This design comes from an exercise in tuning for small area on the open sky130 flow, not from production work.
In this exercise RTL edits were held to simulation tests only and were not proved equivalent to the original.
Power is estimated from default activity; no workload was simulated.

## flow/design.v (module list and top-level ports; edited modules follow where they fit)
// module pcie_us_axi_dma_rd: 1206 lines
// module pcie_us_axi_dma_wr: 858 lines
// module pcie_us_axi_dma: 265 lines
// module pcie_us_axi_dma_x64: 179 lines
module pcie_us_axi_dma_x64 (
    input  wire          clk,
    input  wire          rst,
    input  wire [63:0]   s_axis_rc_tdata,
    input  wire [1:0]    s_axis_rc_tkeep,
    input  wire          s_axis_rc_tvalid,
    output wire          s_axis_rc_tready,
    input  wire          s_axis_rc_tlast,
    input  wire [74:0]   s_axis_rc_tuser,
    output wire [63:0]   m_axis_rq_tdata,
    output wire [1:0]    m_axis_rq_tkeep,
    output wire          m_axis_rq_tvalid,
    input  wire          m_axis_rq_tready,
    output wire          m_axis_rq_tlast,
    output wire [59:0]   m_axis_rq_tuser,
    input  wire [63:0]   s_axis_read_desc_pcie_addr,
    input  wire [31:0]   s_axis_read_desc_axi_addr,
    input  wire [15:0]   s_axis_read_desc_len,
    input  wire [7:0]    s_axis_read_desc_tag,
    input  wire          s_axis_read_desc_valid,
    output wire          s_axis_read_desc_ready,
    output wire [7:0]    m_axis_read_desc_status_tag,
    output wire          m_axis_read_desc_status_valid,
    input  wire [63:0]   s_axis_write_desc_pcie_addr,
    input  wire [31:0]   s_axis_write_desc_axi_addr,
    input  wire [15:0]   s_axis_write_desc_len,
    input  wire [7:0]    s_axis_write_desc_tag,
    input  wire          s_axis_write_desc_valid,
    output wire          s_axis_write_desc_ready,
    output wire [7:0]    m_axis_write_desc_status_tag,
    output wire          m_axis_write_desc_status_valid,
    output wire [7:0]    m_axi_awid,
    output wire [31:0]   m_axi_awaddr,
    output wire [7:0]    m_axi_awlen,
    output wire [2:0]    m_axi_awsize,
    output wire [1:0]    m_axi_awburst,
    output wire          m_axi_awlock,
    output wire [3:0]    m_axi_awcache,
    output wire [2:0]    m_axi_awprot,
    output wire          m_axi_awvalid,
    input  wire          m_axi_awready,
    output wire [63:0]   m_axi_wdata,
    output wire [7:0]    m_axi_wstrb,
    output wire          m_axi_wlast,
    output wire          m_axi_wvalid,
    input  wire          m_axi_wready,
    input  wire [7:0]    m_axi_bid,
    input  wire [1:0]    m_axi_bresp,
    input  wire          m_axi_bvalid,
    output wire          m_axi_bready,
    output wire [7:0]    m_axi_arid,
    output wire [31:0]   m_axi_araddr,
    output wire [7:0]    m_axi_arlen,
    output wire [2:0]    m_axi_arsize,
    output wire [1:0]    m_axi_arburst,
    output wire          m_axi_arlock,
    output wire [3:0]    m_axi_arcache,
    output wire [2:0]    m_axi_arprot,
    output wire          m_axi_arvalid,
    input  wire          m_axi_arready,
    input  wire [7:0]    m_axi_rid,
    input  wire [63:0]   m_axi_rdata,
    input  wire [1:0]    m_axi_rresp,
    input  wire          m_axi_rlast,
    input  wire          m_axi_rvalid,
    output wire          m_axi_rready,
    input  wire          read_enable,
    input  wire          write_enable,
    input  wire          ext_tag_enable,
    input  wire [15:0]   requester_id,
    input  wire          requester_id_enable,
  // ...
==> flow/flow/run.sh <==
#!/bin/bash
# Layout: the standard flow (standard.sh: unchanged synthesis, floorplan, power
# grid, placement, clock tree, routing), with two ORFS settings passed through the
# environment:
#  - BUFFER_PORTS_ARGS: every input and output port still gets its own buffer, but a
#    buf_1 instead of the default cell;
#  - MAX_REPAIR_ANTENNAS_ITER_DRT: more rounds of antenna repair after detailed
#    routing (10 instead of 5) before giving up.
# make's output goes to standard.log in this folder; each tool's full log is under
# orfs/logs/.
set -euo pipefail
export BUFFER_PORTS_ARGS="-buffer_cell sky130_fd_sc_hd__buf_1"
export MAX_REPAIR_ANTENNAS_ITER_DRT=10
bash standard.sh > standard.log 2>&1
==> flow/standard.sh <==
#!/bin/bash
# synth_recipe.tcl (not shown) runs the flow's synth.tcl, then flattens the netlist and writes it again
# the make line also repeats each setting of config.mk as NAME=value (left out here)
make -C /OpenROAD-flow-scripts/flow DESIGN_CONFIG=/design/flow/config.mk WORK_HOME=/design/flow/orfs CLKGATE_MAP_FILE= SYNTH_SCRIPT=/design/flow/synth_recipe.tcl "${@:-finish}"
==> flow/config.mk <==
export PLATFORM = sky130hd
export DESIGN_NAME = pcie_us_axi_dma_x64
export DESIGN_NICKNAME = pcie_us_axi_dma_x64
export VERILOG_FILES = /design/flow/design.v
export SDC_FILE = /design/flow/constraint.sdc
export NUM_CORES = 8
export LEC_CHECK = 0
export CAP_MARGIN = 20
export CORE_MARGIN = 2
export CORE_UTILIZATION = 50
export CTS_BUF_LIST = sky130_fd_sc_hd__clkbuf_16
export CTS_CLUSTER_DIAMETER = 100
export CTS_CLUSTER_SIZE = 24
export PLACE_DENSITY = 0.6
export SLEW_MARGIN = 20
==> flow/constraint.sdc <==
create_clock -name core_clock -period 10.0 [get_ports {clk}]
set_input_delay 2.0000 -clock core_clock [delete_from_list [all_inputs] [get_ports {clk}]]
set_output_delay 2.0000 -clock core_clock [all_outputs]
set_load 0.01 [all_outputs]
==> results.cfg, run 1 <==
[pwr]
netSwitchingFraction_pct = 27.4
power_switching_mw = 12.7
total_leakage_power_nw = 95.2
total_power_mw = 46.3
sequentialPower_mw = 26.6
peakVddDrop_mv = 0.228

[min_path]
min_from = dma_inst.pcie_us_axi_dma_rd_inst.axi_addr_reg[25]$_DFFE_PP_
whs_path_depth = 0
hold_path.class = reg2reg

[critical_path]
cp.depth = 28
cp_slowest_stage_delay_ps = 650
worst-path-buf-inv = 4
regToRegSetupSlack_ps = 1180

[cts]
cts_max_level = 5
cts_hold_buf = 0

[finish]
fillers = 44000
areaGrowthSynthToFinish_pct = 8.99
buffer_area_share_pct = 3.18
largest_reg_flops = 2048
final_nets = 21500

[floorplanning]
num_io_pins = 855
die_h_um = 730
die_width_um = 730
rows = 266
core_mm2 = 0.525

[drt]
wirelength_met1_um = 442000
drtIter0Drc = 34100
firstDrtPassIters = 12
wirelength_um = 1200000

[grt]
grt.busiest_layer = met2
grt-ovfl-total = 0
grt_start_max_net_pins = 160
grt_pass1_wl_um = 1590000
grt_pass1_vias = 181000
grt_antenna_before_repair = 155

[run_status]
status = no timing/DRC/antenna violations

[sta]
finalHoldViolations = 0
slew_headroom_pct = 7.69

[placement]
dp_hpwl_um = 817000

[synth]
yosys.area_share.simple_pct = 10.0
==> inputs of run 2 (changes only) <==
--- a/flow/design.v
+++ b/flow/design.v
@@ -281,17 +281,17 @@
 reg bid_rd_count_one;
 reg [2**OP_TAG_WIDTH-1:0] op_rd_sel;
 reg [2**OP_TAG_WIDTH-1:0] op_tag_fifo_rd_sel;
 reg [OP_TAG_WIDTH-1:0] op_tag_fifo_rd_link;
 reg [2**PCIE_TAG_WIDTH-1:0] pcie_tag_fifo_rd_sel;
 reg [PCIE_TAG_WIDTH_1-1:0] pcie_tag_fifo_rd_link;
 integer k;
 integer m;
-reg wr_count_fwd, wr_count_back;
+reg wr_count_fwd, wr_count_back, wr_count_alloc, wr_count_link;
 always @* begin
     tag_rd_sel = {{2**PCIE_TAG_WIDTH-1{1'b0}}, 1'b1} << s_axis_rc_tdata[PCIE_TAG_WIDTH-1:0];
     tag_rd_axi_addr = 0;
     tag_rd_op_tag = 0;
     tag_rd_active = 1'b0;
     for (k = 0; k < 2**PCIE_TAG_WIDTH; k = k + 1) begin
         tag_rd_axi_addr = tag_rd_axi_addr | (pcie_tag_table_axi_addr[k] & {AXI_ADDR_WIDTH{tag_rd_sel[k]}});
         tag_rd_op_tag = tag_rd_op_tag | (pcie_tag_table_op_tag[k] & {OP_TAG_WIDTH{tag_rd_sel[k]}});
@@ -303,17 +303,17 @@
     bid_rd_tag = 0;
     bid_rd_commit = 1'b0;
     bid_rd_count_one = 1'b0;
     op_tag_fifo_rd_link = 0;
     for (k = 0; k < 2**OP_TAG_WIDTH; k = k + 1) begin
         bid_rd_tag = bid_rd_tag | (op_table_tag[k] & {TAG_WIDTH{bid_rd_sel[k]}});
         bid_rd_commit = bid_rd_commit | (op_table_write_commit[k] & bid_rd_sel[k]);
         bid_rd_count_one = bid_rd_count_one | (op_table_write_count[k] == WR_COUNT_ONE && bid_rd_sel[k]);
-        op_tag_fifo_rd_link = op_tag_fifo_rd_link | (op_table_tag[k][OP_TAG_WIDTH-1:0] & {OP_TAG_WIDTH{op_tag_fifo_rd_sel[k]}});
+        op_tag_fifo_rd_link = op_tag_fifo_rd_link | (op_table_write_count[k][OP_TAG_WIDTH-1:0] & {OP_TAG_WIDTH{op_tag_fifo_rd_sel[k]}});
     end
     pcie_tag_fifo_rd_sel = {{2**PCIE_TAG_WIDTH-1{1'b0}}, 1'b1} << (pcie_tag_fifo_1_valid_reg ? {1'b0, pcie_tag_fifo_1_head_reg} : {1'b1, pcie_tag_fifo_2_head_reg});
     pcie_tag_fifo_rd_link = 0;
     for (k = 0; k < 2**PCIE_TAG_WIDTH; k = k + 1) begin
         pcie_tag_fifo_rd_link = pcie_tag_fifo_rd_link | (pcie_tag_table_op_tag[k][PCIE_TAG_WIDTH_1-1:0] & {PCIE_TAG_WIDTH_1{pcie_tag_fifo_rd_sel[k]}});
     end
     if (pcie_tag_link_pend_valid_reg && pcie_tag_link_pend_ptr_reg == (pcie_tag_fifo_1_valid_reg ? {1'b0, pcie_tag_fifo_1_head_reg} : {1'b1, pcie_tag_fifo_2_head_reg})) begin
         pcie_tag_fifo_rd_link = pcie_tag_link_pend_data_reg;
@@ -1019,24 +1019,16 @@
     if (op_table_start_en) begin
         op_table_tag[op_table_start_ptr] <= op_table_start_tag;
     end
     if (op_table_write_start_en) begin
         op_table_write_commit[op_table_write_start_ptr] <= op_table_write_start_commit;
     end else if (op_table_write_start_commit) begin
         op_table_write_commit[op_table_write_start_ptr] <= op_table_write_start_commit;
     end
-    for (m = 0; m < 2**OP_TAG_WIDTH; m = m + 1) begin
-        wr_count_fwd = !init_op_tag_reg && op_table_write_start_en && op_rd_sel[m] && !(op_table_write_finish_en && bid_rd_sel[m]);
-        wr_count_back = init_op_tag_reg || (op_table_write_finish_en && bid_rd_sel[m] && !(op_table_write_start_en && op_rd_sel[m]));
-        if (wr_count_fwd || wr_count_back) begin
-            op_table_write_count[m] <= ({WR_COUNT_WIDTH{wr_count_fwd}} & {op_table_write_count[m][WR_COUNT_WIDTH-2:0], op_table_write_count[m][10] ^ op_table_write_count[m][8]})
-                | ({WR_COUNT_WIDTH{wr_count_back}} & {init_op_tag_reg || (op_table_write_count[m][0] ^ op_table_write_count[m][9]), op_table_write_count[m][WR_COUNT_WIDTH-1:1]});
-        end
-    end
     op_tag_link_we = 1'b0;
     if (op_tag_fifo_pop) begin
         if (op_tag_fifo_head_reg == op_tag_fifo_tail_reg) begin
             op_tag_fifo_valid_reg <= 1'b0;
         end else begin
             op_tag_fifo_head_reg <= op_tag_fifo_rd_link;
         end
     end
@@ -1044,18 +1036,27 @@
         if (!op_tag_fifo_valid_reg || (op_tag_fifo_pop && op_tag_fifo_head_reg == op_tag_fifo_tail_reg)) begin
             op_tag_fifo_head_reg <= op_tag_fifo_wr_tag;
         end else begin
             op_tag_link_we = 1'b1;
         end
         op_tag_fifo_tail_reg <= op_tag_fifo_wr_tag;
         op_tag_fifo_valid_reg <= 1'b1;
     end
-    if (op_tag_link_we) begin
-        op_table_tag[op_tag_fifo_tail_reg] <= op_tag_fifo_wr_tag;
+    for (m = 0; m < 2**OP_TAG_WIDTH; m = m + 1) begin
+        wr_count_fwd = op_table_write_start_en && op_rd_sel[m] && !(op_table_write_finish_en && bid_rd_sel[m]);
+        wr_count_back = op_table_write_finish_en && bid_rd_sel[m] && !(op_table_write_start_en && op_rd_sel[m]);
+        wr_count_alloc = op_table_start_en && op_tag_fifo_rd_sel[m];
+        wr_count_link = op_tag_link_we && op_tag_fifo_tail_reg == m;
+        if (wr_count_fwd || wr_count_back || wr_count_alloc || wr_count_link) begin
+            op_table_write_count[m] <= ({WR_COUNT_WIDTH{wr_count_fwd}} & {op_table_write_count[m][WR_COUNT_WIDTH-2:0], op_table_write_count[m][10] ^ op_table_write_count[m][8]})
+                | ({WR_COUNT_WIDTH{wr_count_back}} & {op_table_write_count[m][0] ^ op_table_write_count[m][9], op_table_write_count[m][WR_COUNT_WIDTH-1:1]})
+                | {WR_COUNT_WIDTH{wr_count_alloc}}
+                | ({WR_COUNT_WIDTH{wr_count_link}} & op_tag_fifo_wr_tag);
+        end
     end
     if (rst) begin
         req_state_reg <= REQ_STATE_IDLE;
         tlp_state_reg <= TLP_STATE_IDLE;
         init_count_reg <= 0;
         init_done_reg <= 1'b0;
         init_pcie_tag_reg <= 1'b1;
         init_op_tag_reg <= 1'b1;
==> flow/config.mk (replaced) <==
export PLATFORM = sky130hd
export DESIGN_NAME = pcie_us_axi_dma_x64
export DESIGN_NICKNAME = pcie_us_axi_dma_x64
export VERILOG_FILES = /design/flow/design.v
export SDC_FILE = /design/flow/constraint.sdc
export NUM_CORES = 8
export LEC_CHECK = 0
export CAP_MARGIN = 20
export CORE_MARGIN = 2
export CORE_UTILIZATION = 50
export CTS_BUF_LIST = sky130_fd_sc_hd__clkbuf_16
export CTS_CLUSTER_DIAMETER = 90
export CTS_CLUSTER_SIZE = 20
export PLACE_DENSITY = 0.6
export SLEW_MARGIN = 20
==> run 2 against run 1 <==
Against the previous run: critical path depth decreased by 5; routed wire length increased by 2.8%; sequential power about the same; maximum frequency fell by 3.9%; critical path type is now in2reg; cell area barely moved; synthesized cell count decreased by 3.1%; final cell count shrank 1.3%; sequential share of layout area up 0.39 points; largest power group unchanged; die area decreased by 0.65%.
==> results.cfg, run 2 <==
[run]
drv_cap = 0

[finish]
final_cell_mix = edfxtp_1, nand2_1, a22oi_1
finalNonFillerCells = 27500
finalCoreUtilization_pct = 55.2
layout_commonest_cell = edfxtp_1
drive_above_1_share_pct = 11.4
largest-register = dma_inst.pcie_us_axi_dma_rd_inst.pcie_tag_table_axi_addr
largest_reg_flops = 2048
top_regs = dma_inst.pcie_us_axi_dma_rd_inst.pcie_tag_table_axi_addr (2048), dma_inst.pcie_us_axi_dma_rd_inst.op_table_write_count (704)
areaGrowthSynthToFinish_pct = 9.81
final_nets = 21200

[synth]
seq_area_frac_synth_pct = 64.4
synth_top_area_cell = edfxtp_1
synth_edf_count = 5513
synth_warnings = 3
synth_cell_types = 100
synth_top_area_share_pct = 63.2
ys_async_sr_fraction_pct = 0
synthTopCellsByArea = edfxtp_1, a22oi_1, ha_1
synth_most_common_cell = edfxtp_1
ys_ff_latch = 5675
syn_area_mm2 = 0.262
ys.flop_type = edfxtp_1
syn_avg_cell_area_um2 = 13.4
synth_common_cells = edfxtp_1, nand2_1, a22oi_1
synthCells = 19600

[grt]
grt-ovfl-total = 0
grt_pass1_wl_um = 1620000
grt_util_met3_pct = 13.1
grt_pass1_vias = 180000
grt_antenna_before_repair = 195
grt.met1_usage_pct = 57.5
use_met2_pct = 64.9
grt.busiest_layer = met2
grt_start_max_net_pins = 159
grt_usage_pct = 45.2

[pwr]
pwr-share-comb_pct = 9.8
total_power_mw = 45.8
total_leakage_power_nw = 94.2
seqPwrFrac_pct = 58.3
peakVddDrop_mv = 0.181
pwr_density_cell_mw_per_mm2 = 159
power.internal_mw = 33.9
power_switching_mw = 11.9
netSwitchingFraction_pct = 26.0
p_clk_share_pct = 32.0

[cts]
clk_pin_slew_ps = 80
post_cts_buffers = 0
max-clock-path-buffers = 4
clock-sinks = 5675
root_buffer = clkbuf_16
cts_resized = 0
cts_max_level = 5
tritoncts = built
clk_latency_ps = 1110
cts_hold_buf = 0
cts-buffers-inserted = 334

[drt]
drc = 0
wl_per_cell_um = 44.8
drtIter0Drc = 34200
wirelength_um = 1230000
via_count = 199000
firstDrtPassIters = 6
via_per_inst = 7.22
ant_nets = 0

[critical_path]
cp.arrival_ps = 10000
crit_fanout = 5
cp-end-kind = register
timing.critical_path.from_type = input pin
critical_path_class = in2reg
crit_required_ps = 10820
startpoint = s_axis_rc_tdata[1]

[placement]
io_buffers = 678
place_congestion = 1.05
dp_hpwl_um = 864000
place_inst = 26800

[sta]
setup_viol = 0
slew_headroom_pct = 10.8
slew_viol_final = 0
rsz0062_at_grt = no
skew_ps = 84.3
clock.fmax_mhz = 109
period_share_pct = 91.7
final.setup.tns_ps = 0
hold_slack_ps = 481
fin_crit_ps = 9170
finalHoldViolations = 0
worst_slew_pin_slew_ps = 1330

[min_path]
min_from = dma_inst.pcie_us_axi_dma_rd_inst.axi_addr_reg[9]$_DFFE_PP_
hold_path.class = reg2reg

[floorplanning]
core_mm2 = 0.521
die_width_um = 728
start_util_pct = 50.3
die_h_um = 728
rows = 265
num_io_pins = 855
die-area_mm2 = 0.530

[run_status]
status = no timing/DRC/antenna violations
==> run 2: cell types whose count changed in the layout (fill, tap and decap cells not counted), sizes merged, moves of 134 or more <==
cell    delta
nor3     -194
o21ai    +206
a221o    +289
a22o     -940
a221oi   +388
nand3    -289
mux2i    -134
==> run 2: worst paths after layout <==
check                                                                end  slack [ps]  cells past startpoint
min reg2reg                                                     register         480                      0
min                                                             register         480                      0
max reg2reg                                                     register         980                     27
max          dma_inst.pcie_us_axi_dma_rd_inst.axi_addr_reg[31]$_DFFE_PP_         830                     23
==> run 2: stage by stage <==
| step | cell area (um^2) | worst slack, ps |
|---|---|---|
| detailed placement | 277000 | 146 |
| CTS | 287000 | 1150 |
| global placement | 277000 | 184 |
| global route | 287000 | 577 |
| finish | 288000 | 826 |
| floorplan | 262000 | 183 |
==> run 2: cells by family (layout without fill, tap and decap cells) <==
| kind of cell | after synthesis | count (layout) | share of synthesized area [%] |
|---|---|---|---|
| compound gates | 4663 | 4663 | 12.7 |
| xor+xnor | 991 | 991 | 3.31 |
| fa+ha+maj | 455 | 455 | 2.22 |
| buf+inv | 1782 | 2489 | 2.72 |
| flops | 5675 | 5675 | 64.4 |
| mux | 1025 | 1025 | 5.22 |
| other cells | 2 | 281 | 0.00287 |
| simple gates | 4966 | 4966 | 9.38 |
==> run 2: power groups by stage <==
stage	Sequential, mW	Combinational, mW	Clock, mW
after floorplan	27.1	2.36	0
after global placement	27.2	4.25	0
after detailed placement	27.2	4.29	0
after CTS	26.7	4.31	14.6
after global routing	26.7	4.63	15.3
final	26.7	4.47	14.7
==> run 2: layout make-up <==
| type | instances | area, um^2 |
|---|---|---|
| fillers | 43100 | 234000 |
| flip-flops and latches | 5675 | 169000 |
| multi-input cells | 12200 | 88900 |
| repair buffers | 1536 | 9400 |
| well taps | 6942 | 8690 |
| clock buffers | 335 | 8380 |
| inverters | 474 | 1780 |
| clock inverters | 144 | 1290 |
| diodes | 194 | 485 |
==> run 2: routing by layer <==
metal  routed length (um)  vias up
met1               433000   100000
met2               519000    16100
met4               120000       68
met5                  753        -
met3               159000     3919
li1                     -    78400
==> run 2: worst max-delay path, cell delays in order <==
cell,delay [ps]
buf_1,490
inv_1,210
ha_2,370
nand3b_1,390
buf_4,240
nor2_4,70
a22o_1,310
a221oi_1,650
nand3_1,210
nor2_1,390
nand3_1,670
ha_1,550
nor2b_1,130
o21a_1,170
o21ai_0,330
a211oi_1,170
or3_1,430
a41oi_1,480
nand3_1,510
nor4_4,550
nand4_1,190
xnor2_1,170
mux2_2,290
==> inputs of run 3 (changes only) <==
--- a/flow/config.mk
+++ b/flow/config.mk
@@ -9,7 +9,7 @@
 export CORE_MARGIN = 2
 export CORE_UTILIZATION = 50
 export CTS_BUF_LIST = sky130_fd_sc_hd__clkbuf_16
-export CTS_CLUSTER_DIAMETER = 90
-export CTS_CLUSTER_SIZE = 20
+export CTS_CLUSTER_DIAMETER = 100
+export CTS_CLUSTER_SIZE = 24
 export PLACE_DENSITY = 0.6
 export SLEW_MARGIN = 20
==> run 3 against run 2 <==
Against the previous run: clock skew about the same; non-clock buffer count is 1 lower; count of clock-buffer cells in the layout shrank 40; maximum frequency is 1.9% lower; largest power group unchanged.
==> results.cfg, run 3 <==
[run_status]
status = no timing/DRC/antenna violations

[placement]
place_congestion = 1.05
io_buffers = 678
dp_hpwl_um = 864000
dpl_cell_area_mm2 = 0.277

[pwr]
pwr_density_cell_mw_per_mm2 = 157
pwr-share-comb_pct = 10.0
power.internal_mw = 33.2
netSwitchingFraction_pct = 26.2
peakVddDrop_mv = 0.181
total_leakage_power_nw = 93.5
p_clk_share_pct = 30.6
power_switching_mw = 11.8
seqPwrFrac_pct = 59.5

[drt]
firstDrtPassIters = 9
via_count = 198000
drc = 0
via_per_inst = 7.22
wirelength_um = 1230000
drtIter0Drc = 34400
wl_per_cell_um = 44.9
ant_nets = 0

[sta]
setup_viol = 0
hold_slack_ps = 473
rsz0062_at_grt = no
fin_crit_ps = 9350
finalHoldViolations = 0
final.setup.tns_ps = 0
slew_headroom_pct = 6.59
worst_slew_pin_slew_ps = 1400
skew_ps = 84.5
period_share_pct = 93.5
clock.fmax_mhz = 107
slew_viol_final = 0

[synth]
synthTopCellsByArea = edfxtp_1, a22oi_1, ha_1
synth_cell_types = 100
syn_area_mm2 = 0.262
synth_top_area_share_pct = 63.2
synth_warnings = 3
synth_edf_count = 5513
seq_area_frac_synth_pct = 64.4
synth_common_cells = edfxtp_1, nand2_1, a22oi_1
ys.flop_type = edfxtp_1
ys_ff_latch = 5675
synth_top_area_cell = edfxtp_1
synthCells = 19600
ys_async_sr_fraction_pct = 0
synth_most_common_cell = edfxtp_1
syn_avg_cell_area_um2 = 13.4

[floorplanning]
core_mm2 = 0.521
die_width_um = 728
num_io_pins = 855
rows = 265
die_h_um = 728
start_util_pct = 50.3
die-area_mm2 = 0.530

[finish]
top_regs = dma_inst.pcie_us_axi_dma_rd_inst.pcie_tag_table_axi_addr (2048), dma_inst.pcie_us_axi_dma_rd_inst.op_table_write_count (704)
drive_above_1_share_pct = 11.3
final_nets = 21100
largest_reg_flops = 2048
largest-register = dma_inst.pcie_us_axi_dma_rd_inst.pcie_tag_table_axi_addr
fin_area_mm2 = 0.287
layout_commonest_cell = edfxtp_1
final_cell_mix = edfxtp_1, nand2_1, a22oi_1
fillers = 43100
areaGrowthSynthToFinish_pct = 9.37

[critical_path]
timing.critical_path.from_type = input pin
critical_path_class = in2reg
crit_fanout = 5
crit_required_ps = 10810
cp-end-kind = register
cp.arrival_ps = 10160
ff2ff_path_depth = 27
startpoint = s_axis_rc_tdata[1]
regToRegSetupSlack_ps = 980

[cts]
max-clock-path-buffers = 4
cts_hold_buf = 0
cts-buffers-inserted = 289
post_cts_buffers = 0
clk_latency_ps = 1070
clk_pin_slew_ps = 100
cts_max_level = 5
clock-sinks = 5675
tritoncts = built
cts_resized = 0
root_buffer = clkbuf_16

[run]
drv_cap = 0

[min_path]
min_from = dma_inst.pcie_us_axi_dma_rd_inst.axi_addr_reg[8]$_DFFE_PP_
whs_path_depth = 0
hold_path.class = reg2reg

[grt]
grt_pass1_vias = 180000
grt_pass1_wl_um = 1620000
grt_start_max_net_pins = 159
grt_usage_pct = 45.1
grt_antenna_before_repair = 194
grt-ovfl-total = 0
[run 3: through the flow]
stage / std cells / power (mW) / setup slack (ps) / util, %
after floorplan: 19600 / 29.4 / 183 / -
after global placement: 26800 / 31.5 / 184 / 53.2
after detailed placement: 26800 / 31.5 / 146 / 53.2
after CTS: 27200 / 44.7 / 1150 / 54.9
after global routing: 27300 / 45.8 / 579 / 54.9
final: 27400 / 44.9 / 651 / 55.0
[run 3: worst max-delay path, stage by stage]
cell and delay, ps:
buf_1 540, inv_1 220, ha_2 360, nand3b_1 380, buf_4 240, nor2_4 70, a22o_1 310, a221oi_1 680
nand3_1 210, nor2_1 400, nand3_1 690, ha_1 550, nor2b_1 130, o21a_1 170, o21ai_0 330, a211oi_1 180
or3_1 440, a41oi_1 450, nand3_1 520, nor4_4 600, nand4_1 200, xnor2_1 170, mux2_2 290
[run 3: worst max path at each step]
stage	end	slack [ps]	depth (start not counted)
2_1_floorplan	register	180	21
3_5_place_dp	dma_inst.pcie_us_axi_dma_rd_inst.axi_addr_reg[28]$_DFFE_PP_	150	23
4_1_cts	register	1150	28
6_report	dma_inst.pcie_us_axi_dma_rd_inst.axi_addr_reg[31]$_DFFE_PP_	650	23
5_1_grt	register	580	28
3_3_place_gp	dma_inst.pcie_us_axi_dma_rd_inst.axi_addr_reg[28]$_DFFE_PP_	180	23
[run 3: cells by family after synthesis]
kind of cell	count (synthesis)	synth area share (%)
buffers and inverters	1782	2.72
XOR/XNOR	991	3.31
flip-flops	5675	64.4
other	2	0.00287
adder cells (fa/ha/maj)	455	2.22
AO/OA/AOI/OAI	4663	12.7
multiplexers	1025	5.22
AND/OR/NAND/NOR	4966	9.38
[run 3: power by group through the flow]
| stage | Clock, mW | Sequential [mW] | Combinational [mW] |
|---|---|---|---|
| 2_1_floorplan | 0 | 27.1 | 2.36 |
| 3_3_place_gp | 0 | 27.2 | 4.25 |
| 3_5_place_dp | 0 | 27.2 | 4.29 |
| 4_1_cts | 13.7 | 26.7 | 4.31 |
| 5_1_grt | 14.4 | 26.7 | 4.64 |
| 6_report | 13.7 | 26.7 | 4.47 |
[run 3: metal layers]
metal,share of wire (%),track usage [%]
met2,42,65.0
met1,35,57.2
met4,9.5,34.6
met3,13,13.5
met5,0.069,0.943
[run 3: cell type report]
type | count | area, um^2 | share of cell area [%]
Antenna cell | 174 | 435 | 0.152
Clock buffer | 295 | 7380 | 2.58
Clock inverter | 115 | 1170 | 0.408
Inverter | 474 | 1780 | 0.622
Multi-Input combinational cell | 12200 | 88900 | 31.0
Sequential cell | 5675 | 169000 | 58.9
Tap cell | 6942 | 8690 | 3.03
Timing Repair Buffer | 1535 | 9390 | 3.28

-- afterwards: timing with drivers on the ports --
How much do the figures lean on ideal ports? The routed layouts below were timed once more, with nothing changed but the port constraints.
Step 1 (the two cells are an assumption about what drives the block):
set clk [get_ports {clk}]
set_driving_cell -lib_cell sky130_fd_sc_hd__clkbuf_16 $clk
set_driving_cell -lib_cell sky130_fd_sc_hd__buf_2 [delete_from_list [all_inputs] $clk]
Step 2 adds t to the input delays and takes it off the output delays; t is the mean of the earliest and latest rising clock arrival at the registers after step 1. Input paths then give back, and output paths get back, about the clock's delay inside the block.
Slacks: ideal / step 1 / step 2; pairs: ideal / step 1.
run | t (ns) | slack for setup (ns) | latest minus earliest clock arrival (ns) | slew at the worst register clock pin (ns) | cell pins on the clock port's net
run 1 | 1.179 | 1.185 / 1.185 / 0.250 | 0.106 / 0.106 | 0.11 / 0.11 | 1
run 2 | 1.205 | 0.826 / 0.940 / -0.265 | 0.103 / 0.104 | 0.10 / 0.10 | 1
run 3 | 1.181 | 0.651 / 0.764 / -0.417 | 0.108 / 0.108 | 0.11 / 0.11 | 1
With both steps, setup timing fails in run 2 and run 3, where it was met with ideal ports. For run 2, which loses most, drivers alone change the setup slack by +0.114 ns; drivers and shift together by -1.091 ns.
